What follows belongs to an exercise in optimizing a design on an open flow for small area, a short achievable clock period and few clock cycles per item; a production flow would make more cautious choices.

==> job 9456 <==
==> flow/design.v (excerpt) <==
module fpm(
  input clk,
  input rst,
  input [31:0] number_in,
  input number_a_valid,
  output number_a_ready,
  input number_b_valid,
  output number_b_ready,
  output [31:0] number_out,
  output result_valid
);
==> flow/config.mk <==
export PLATFORM = sky130hd
export DESIGN_NAME = fpm
export DESIGN_NICKNAME = fpm
export VERILOG_FILES = /design/flow/design.v
export SDC_FILE = /design/flow/constraint.sdc
export NUM_CORES = 4
export LEC_CHECK = 0
export CAP_MARGIN = 20
export CORE_MARGIN = 2
export CORE_UTILIZATION = 40
export SETUP_SLACK_MARGIN = 5
export SLEW_MARGIN = 20
export SYNTH_HIERARCHICAL = 1
==> flow/constraint.sdc <==
create_clock -name core_clock -period 9.0 [get_ports {clk}]
set_input_delay 1.8000 -clock core_clock [delete_from_list [all_inputs] [get_ports {clk}]]
set_output_delay 1.8000 -clock core_clock [all_outputs]
set_load 0.01 [all_outputs]
standard.sh (not shown) runs the stock make flow with config.mk's settings and CLKGATE_MAP_FILE= SYNTH_SCRIPT=/design/flow/synth_recipe.tcl, a recipe that flattens the netlist after the stock synthesis.
==> flow/flow/run.sh <==
#!/bin/bash
set -euo pipefail
bash standard.sh SETUP_SLACK_MARGIN=5.5 "BUFFER_PORTS_ARGS=-buffer_cell sky130_fd_sc_hd__buf_2" "CTS_ARGS=-sink_clustering_enable -repair_clock_nets -dont_use_dummy_load -buf_list sky130_fd_sc_hd__clkbuf_8 -sink_clustering_size 25" finish > standard.log 2>&1
==> job 8274 (differences from job 9456) <==
--- a/flow/design.v
+++ b/flow/design.v
@@ -8,13 +8,13 @@
   input number_b_valid,
   output number_b_ready,
   output [31:0] number_out,
   output result_valid
 );
   reg phase;             
-  reg nrm_a;             
+  reg nrm_a, nrm_b;      
   reg vx, vy, vz, vw;    
   reg slow;              
   reg rv;
   reg ar_q, br_q;        
   reg [31:0] ra, rb;
   reg        hb;         
@@ -50,22 +50,27 @@
   wire in_sub = ~|ein & ~in_f0;
   wire in_spec = (~|ein & in_f0) | &ein;
   wire a_sub = ~ha & ~fa0;
   wire a_spec = a_zero | a_max;
   wire go_a = a_sub & ~in_sub & ~in_spec;
   wire go_b = in_sub & ~a_sub & ~a_spec;
-  wire normalising = nrm_a;
+  wire normalising = nrm_a | nrm_b;
   wire vx_next;
   wire a_fire = number_a_valid & ar_q;
   wire b_fire = number_b_valid & br_q;
-  wire swap = b_fire & go_b;
   assign number_a_ready = ar_q;
   assign number_b_ready = br_q;
   assign result_valid = rv;
   assign number_out = out;
-  assign vx_next = rst & ((b_fire & ~go_a & ~go_b) | (nrm_a & ra[22]));
+  wire phase_n = a_fire | (phase & ~b_fire);
+  wire nrm_a_n = b_fire ? go_a : (nrm_a & ~ra[22]);
+  wire nrm_b_n = b_fire ? go_b : (nrm_b & ~rb[22]);
+  wire [8:0] esum_in = {1'b0, ea | {7'd0, ~ha}} + {1'b0, ein | {7'd0, ~|ein}};
+  wire slow_set = b_fire & (go_a | go_b | (esum_in <= 9'd127));
+  wire slow_n = slow_set | (slow & ~(vw & ~busy & ~vx & ~vy & ~vz & ~normalising));
+  assign vx_next = rst & ((b_fire & ~go_a & ~go_b) | (nrm_a & ra[22]) | (nrm_b & rb[22]));
   wire [23:0] acc_s = ~tsn[36:13] & {24{~vx}};
   wire [23:0] acc_c = ~tcn[36:13] & {24{~vx}};
   wire [36:0] tree_sn, tree_cn;
   wire t1 = ~(mb[0] & mm[0]);
   wire t2 = ~(acc_s[0]);
   wire t3 = ~(acc_c[0]);
@@ -972,32 +977,30 @@
   wire [32:0] rnd  = {fe, mant} + {32'd0, inc};
   wire        ovf  = rnd[32:23] >= 10'd255;
   wire [31:0] res_w = s2_nan  ? {s2_s, 31'h7fc00000} :
                       s2_zero ? {s2_s, 31'd0} :
                       (s2_inf | ovf) ? {s2_s, 8'hff, 23'd0} :
                       {s2_s, rnd[30:0]};
-  wire phase_n = a_fire | (phase & ~b_fire);
-  wire nrm_a_n = b_fire ? (go_a | go_b) : (nrm_a & ~ra[22]);
-  wire slow_set = vx & ((k != 5'd0) | ex[9] | (ex[9:1] == 9'd0));
-  wire slow_n = slow_set | (slow & ~(vw & ~busy & ~vx & ~vy & ~vz & ~normalising));
   always @(posedge clk) begin
-    if (ar_q | swap)
+    if (a_fire)
       ra <= number_in;
     else if (nrm_a) begin
       ra[22:0] <= {ra[21:0], 1'b0};
       if (ra[22]) ra[30:23] <= 8'd1;
     end
-    if (swap)
-      rb <= ra;
-    else if (phase)
+    if (b_fire)
       rb <= number_in;
-    if (swap)
-      hb <= 1'b1;
-    else if (phase)
+    else if (nrm_b) begin
+      rb[22:0] <= {rb[21:0], 1'b0};
+      if (rb[22]) rb[30:23] <= 8'd1;
+    end
+    if (b_fire)
       hb <= |ein;
-    if (phase)
+    else if (nrm_b & rb[22])
+      hb <= 1'b1;
+    if (b_fire)
       k <= 5'd0;
     else if (normalising)
       k <= k + 5'd1;
     if (vx) begin
       s1_e <= ex;
       s1_s <= (ra[31] ^ rb[31]) & ~(a_nan | b_nan);
@@ -1006,13 +1009,15 @@
       s1_zero <= x_zero;
     end
     tsn <= tree_sn;
     tcn <= tree_cn;
     c13 <= lo[13];
     stlo <= |lo[12:0];
-    if (vx)
+    if (b_fire)
+      mm <= ra[12:0];
+    else if (vx)
       mm <= {2'b00, ma[23:13]};
     else if (nrm_a)
       mm <= {ra[11:0], 1'b0};
     else
       mm <= ra[12:0];
     if (!busy) begin
@@ -1029,30 +1034,32 @@
     s2_inf <= s1_inf & ~busy;
     s2_zero <= s1_zero & ~busy;
     out <= res_w;
     if (rst == 0) begin
       phase <= 1'b0;
       nrm_a <= 1'b0;
+      nrm_b <= 1'b0;
       vx <= 1'b0;
       vy <= 1'b0;
       vz <= 1'b0;
       vw <= 1'b0;
       slow <= 1'b0;
       rv <= 1'b0;
       ar_q <= 1'b1;      
       br_q <= 1'b0;
     end else begin
       phase <= phase_n;
       nrm_a <= nrm_a_n;
+      nrm_b <= nrm_b_n;
       vx <= vx_next;
       vy <= vx;
       vz <= vy;
       vw <= vz | busy;
       rv <= vw & ~busy;
       slow <= slow_n;
-      ar_q <= ~phase_n & ~nrm_a_n;
+      ar_q <= ~phase_n & ~nrm_a_n & ~nrm_b_n;
       br_q <= phase_n & ~slow_n;
     end
   end
 endmodule
 module fpm_fa(input a, input b, input c, output s, output co);
   assign s = a ^ b ^ c;
==> flow/flow/run.sh (replaced) <==
#!/bin/bash
set -euo pipefail
bash standard.sh SETUP_SLACK_MARGIN=5.5 finish > standard.log 2>&1
==> job 9248 (differences from job 9456) <==
--- a/flow/design.v
+++ b/flow/design.v
@@ -399,31 +399,31 @@
   wire t331 = ~(mb[22] & mm[11]);
   wire t332 = ~(mb[21] & mm[12]);
   wire t333 = ~(mb[23] & mm[11]);
   wire t334 = ~(mb[22] & mm[12]);
   wire t335 = ~(mb[23] & mm[12]);
   wire t336, t337;
-  fpm_han u_t336 (.an(t43), .bn(t44), .sn(t336), .con(t337));
+  fpm_fa u_t336 (.a(t43), .b(t44), .c(1'b1), .s(t336), .co(t337));
   wire t338, t339;
   fpm_fa u_t338 (.a(t53), .b(t54), .c(t55), .s(t338), .co(t339));
   wire t340, t341;
-  fpm_han u_t340 (.an(t56), .bn(t57), .sn(t340), .con(t341));
+  fpm_fa u_t340 (.a(t56), .b(t57), .c(1'b1), .s(t340), .co(t341));
   wire t342, t343;
   fpm_fa u_t342 (.a(t64), .b(t65), .c(t66), .s(t342), .co(t343));
   wire t344, t345;
   fpm_fa u_t344 (.a(t67), .b(t68), .c(t69), .s(t344), .co(t345));
   wire t346, t347;
-  fpm_han u_t346 (.an(t70), .bn(t71), .sn(t346), .con(t347));
+  fpm_fa u_t346 (.a(t70), .b(t71), .c(1'b1), .s(t346), .co(t347));
   wire t348, t349;
   fpm_fa u_t348 (.a(t76), .b(t77), .c(t78), .s(t348), .co(t349));
   wire t350, t351;
   fpm_fa u_t350 (.a(t79), .b(t80), .c(t81), .s(t350), .co(t351));
   wire t352, t353;
   fpm_fa u_t352 (.a(t82), .b(t83), .c(t84), .s(t352), .co(t353));
   wire t354, t355;
-  fpm_han u_t354 (.an(t85), .bn(t86), .sn(t354), .con(t355));
+  fpm_fa u_t354 (.a(t85), .b(t86), .c(1'b1), .s(t354), .co(t355));
   wire t356, t357;
   fpm_fa u_t356 (.a(t89), .b(t90), .c(t91), .s(t356), .co(t357));
   wire t358, t359;
   fpm_fa u_t358 (.a(t92), .b(t93), .c(t94), .s(t358), .co(t359));
   wire t360, t361;
   fpm_fa u_t360 (.a(t95), .b(t96), .c(t97), .s(t360), .co(t361));
@@ -529,13 +529,13 @@
   fpm_fa u_t460 (.a(t258), .b(t259), .c(t260), .s(t460), .co(t461));
   wire t462, t463;
   fpm_fa u_t462 (.a(t261), .b(t262), .c(t263), .s(t462), .co(t463));
   wire t464, t465;
   fpm_fa u_t464 (.a(t264), .b(t265), .c(t266), .s(t464), .co(t465));
   wire t466, t467;
-  fpm_han u_t466 (.an(t267), .bn(t268), .sn(t466), .con(t467));
+  fpm_fa u_t466 (.a(t267), .b(t268), .c(1'b1), .s(t466), .co(t467));
   wire t468, t469;
   fpm_fa u_t468 (.a(t270), .b(t271), .c(t272), .s(t468), .co(t469));
   wire t470, t471;
   fpm_fa u_t470 (.a(t273), .b(t274), .c(t275), .s(t470), .co(t471));
   wire t472, t473;
   fpm_fa u_t472 (.a(t276), .b(t277), .c(t278), .s(t472), .co(t473));
@@ -543,23 +543,23 @@
   fpm_fa u_t474 (.a(t281), .b(t282), .c(t283), .s(t474), .co(t475));
   wire t476, t477;
   fpm_fa u_t476 (.a(t284), .b(t285), .c(t286), .s(t476), .co(t477));
   wire t478, t479;
   fpm_fa u_t478 (.a(t291), .b(t292), .c(t293), .s(t478), .co(t479));
   wire t480, t481;
-  fpm_han u_t480 (.an(t19), .bn(t20), .sn(t480), .con(t481));
+  fpm_fa u_t480 (.a(t19), .b(t20), .c(1'b1), .s(t480), .co(t481));
   wire t482, t483;
   fpm_fa u_t482 (.a(t26), .b(t27), .c(t28), .s(t482), .co(t483));
   wire t484, t485;
-  fpm_han u_t484 (.an(t29), .bn(t30), .sn(t484), .con(t485));
+  fpm_fa u_t484 (.a(t29), .b(t30), .c(1'b1), .s(t484), .co(t485));
   wire t486, t487;
   fpm_fa u_t486 (.a(t34), .b(t35), .c(t36), .s(t486), .co(t487));
   wire t488, t489;
   fpm_fa u_t488 (.a(t37), .b(t38), .c(t39), .s(t488), .co(t489));
   wire t490, t491;
-  fpm_han u_t490 (.an(t40), .bn(t41), .sn(t490), .con(t491));
+  fpm_fa u_t490 (.a(t40), .b(t41), .c(1'b1), .s(t490), .co(t491));
   wire t492, t493;
   fpm_fa u_t492 (.a(t336), .b(t45), .c(t46), .s(t492), .co(t493));
   wire t494, t495;
   fpm_fa u_t494 (.a(t47), .b(t48), .c(t49), .s(t494), .co(t495));
   wire t496, t497;
   fpm_fa u_t496 (.a(t50), .b(t51), .c(t52), .s(t496), .co(t497));
@@ -693,17 +693,17 @@
   fpm_fa u_t624 (.a(t308), .b(t309), .c(t310), .s(t624), .co(t625));
   wire t626, t627;
   fpm_fa u_t626 (.a(t311), .b(t312), .c(t313), .s(t626), .co(t627));
   wire t628, t629;
   fpm_fa u_t628 (.a(t315), .b(t316), .c(t317), .s(t628), .co(t629));
   wire t630, t631;
-  fpm_han u_t630 (.an(t8), .bn(t9), .sn(t630), .con(t631));
+  fpm_fa u_t630 (.a(t8), .b(t9), .c(1'b1), .s(t630), .co(t631));
   wire t632, t633;
   fpm_fa u_t632 (.a(t13), .b(t14), .c(t15), .s(t632), .co(t633));
   wire t634, t635;
-  fpm_han u_t634 (.an(t16), .bn(t17), .sn(t634), .con(t635));
+  fpm_fa u_t634 (.a(t16), .b(t17), .c(1'b1), .s(t634), .co(t635));
   wire t636, t637;
   fpm_fa u_t636 (.a(t480), .b(t21), .c(t22), .s(t636), .co(t637));
   wire t638, t639;
   fpm_fa u_t638 (.a(t23), .b(t24), .c(t25), .s(t638), .co(t639));
   wire t640, t641;
   fpm_fa u_t640 (.a(t481), .b(t482), .c(t484), .s(t640), .co(t641));
@@ -813,13 +813,13 @@
   fpm_fa u_t744 (.a(t629), .b(t321), .c(t322), .s(t744), .co(t745));
   wire t746, t747;
   fpm_fa u_t746 (.a(t323), .b(t324), .c(t325), .s(t746), .co(t747));
   wire t748, t749;
   fpm_fa u_t748 (.a(t326), .b(t327), .c(t328), .s(t748), .co(t749));
   wire t750, t751;
-  fpm_han u_t750 (.an(t4), .bn(t5), .sn(t750), .con(t751));
+  fpm_fa u_t750 (.a(t4), .b(t5), .c(1'b1), .s(t750), .co(t751));
   wire t752, t753;
   fpm_fa u_t752 (.a(t630), .b(t10), .c(t11), .s(t752), .co(t753));
   wire t754, t755;
   fpm_fa u_t754 (.a(t631), .b(t632), .c(t634), .s(t754), .co(t755));
   wire t756, t757;
   fpm_fa u_t756 (.a(t633), .b(t635), .c(t636), .s(t756), .co(t757));
@@ -879,13 +879,13 @@
   fpm_fa u_t810 (.a(t741), .b(t743), .c(t744), .s(t810), .co(t811));
   wire t812, t813;
   fpm_fa u_t812 (.a(t745), .b(t747), .c(t748), .s(t812), .co(t813));
   wire t814, t815;
   fpm_fa u_t814 (.a(t749), .b(t330), .c(t331), .s(t814), .co(t815));
   wire t816, t817;
-  fpm_han u_t816 (.an(t1), .bn(t2), .sn(t816), .con(t817));
+  fpm_fa u_t816 (.a(t1), .b(t2), .c(1'b1), .s(t816), .co(t817));
   wire t818, t819;
   fpm_fa u_t818 (.a(t750), .b(t6), .c(t7), .s(t818), .co(t819));
   wire t820, t821;
   fpm_fa u_t820 (.a(t751), .b(t752), .c(t12), .s(t820), .co(t821));
   wire t822, t823;
   fpm_fa u_t822 (.a(t753), .b(t754), .c(t18), .s(t822), .co(t823));
@@ -974,13 +974,14 @@
   wire [31:0] res_w = s2_nan  ? {s2_s, 31'h7fc00000} :
                       s2_zero ? {s2_s, 31'd0} :
                       (s2_inf | ovf) ? {s2_s, 8'hff, 23'd0} :
                       {s2_s, rnd[30:0]};
   wire phase_n = a_fire | (phase & ~b_fire);
   wire nrm_a_n = b_fire ? (go_a | go_b) : (nrm_a & ~ra[22]);
-  wire slow_set = vx & ((k != 5'd0) | ex[9] | (ex[9:1] == 9'd0));
+  wire [8:0] esum = {1'b0, ea | {7'd0, ~ha}} + {1'b0, eb | {7'd0, ~hb_e}};
+  wire slow_set = vx & ((k != 5'd0) | (esum <= 9'd127));
   wire slow_n = slow_set | (slow & ~(vw & ~busy & ~vx & ~vy & ~vz & ~normalising));
   always @(posedge clk) begin
     if (ar_q | swap)
       ra <= number_in;
     else if (nrm_a) begin
       ra[22:0] <= {ra[21:0], 1'b0};
@@ -1055,10 +1056,6 @@
   end
 endmodule
 module fpm_fa(input a, input b, input c, output s, output co);
   assign s = a ^ b ^ c;
   assign co = (a & b) | (a & c) | (b & c);
 endmodule
-module fpm_han(input an, input bn, output sn, output con);
-  assign sn = ~(an ^ bn);
-  assign con = an | bn;
-endmodule
==> flow/flow/run.sh (replaced) <==
#!/bin/bash
set -euo pipefail
bash standard.sh SETUP_SLACK_MARGIN=5.5 BUFFER_PORTS_ARGS=-buffer_cell\ sky130_fd_sc_hd__buf_2 CTS_ARGS=-sink_clustering_enable\ -repair_clock_nets\ -dont_use_dummy_load\ -buf_list\ sky130_fd_sc_hd__clkbuf_8\ -sink_clustering_size\ 25 finish > standard.log 2>&1
==> qor summary <==
Data buffer area share: job 9456 5.69%; job 8274 7.13%; job 9248 6.06%
Effective utilization at floorplan: job 9456 40.5%; job 8274 40.4%; job 9248 40.3%
Clk sinks: job 9456 254; job 8274 255; job 9248 254
Die width: job 9456 229 µm; job 8274 229 µm; job 9248 228 µm
Peak Freq: job 9456 0.270 GHz; job 8274 0.287 GHz; job 9248 0.289 GHz
Placed Cells incl. Taps: job 9456 2765; job 8274 2718; job 9248 2736
Total number of H-tree levels: job 9456 2; job 8274 1; job 9248 2
Crit-path most repeated cell: job 9456 a21oi_2; job 8274 o21ai_1; job 9248 -
Worst slack after detailed placement: job 9456 4700 ps; job 8274 4460 ps; job 9248 4370 ps
Later-pin clock latency in the skew report: job 9456 630 ps; job 8274 580 ps; job 9248 580 ps
Final routed wire length divided by cell count: job 9456 19.4 µm; job 8274 19.1 µm; job 9248 19.7 µm
Number of non-clock inverters: job 9456 133; job 8274 133; job 9248 99
Worst Hold Margin: job 9456 350 ps; job 8274 413 ps; job 9248 347 ps
Adder and majority gate portion of the synthesized area: job 9456 31.8%; job 8274 32.6%; job 9248 33.1%
Multi-input combinational cell area: job 9456 0.0137 mm²; job 8274 0.0135 mm²; job 9248 0.0138 mm²
Met3 Resource Use GR: job 9456 4.18%; job 8274 4.29%; job 9248 3.51%
Result of the run: job 9456 finished clean; job 8274 finished clean; job 9248 finished clean
Final net count: job 9456 2597; job 8274 2558; job 9248 2589
No functional check of the RTL was part of any run of this note.

what the ideal ports hide:
How much do the figures lean on ideal ports? The routed layouts below were timed once more, with nothing changed but the port constraints. Step 1: set_driving_cell puts a clkbuf_16 on clk and a buf_2 on each other input, an assumption about the parent block. Step 2 also shifts input and output timing later by t, the mid clock arrival at the registers, as if the neighbouring blocks saw the same clock. a / b / c = no drivers / after step 1 / after step 2; a / b = the first two.
run	t (ns)	slack for setup (ns)	worst setup path after step 2	worst register clock-pin slew, ns
job 9456	0.643	5.303 / 5.303 / 5.004	input to register	0.07 / 0.07
job 8274	0.630	5.514 / 5.537 / 4.907	input to register	0.07 / 0.07
job 9248	0.611	5.543 / 5.543 / 4.964	input to register	0.07 / 0.07
After both steps setup and hold are still met in every run listed. For job 8274, which loses most, drivers alone change the setup slack by +0.023 ns; drivers and shift together by -0.607 ns.
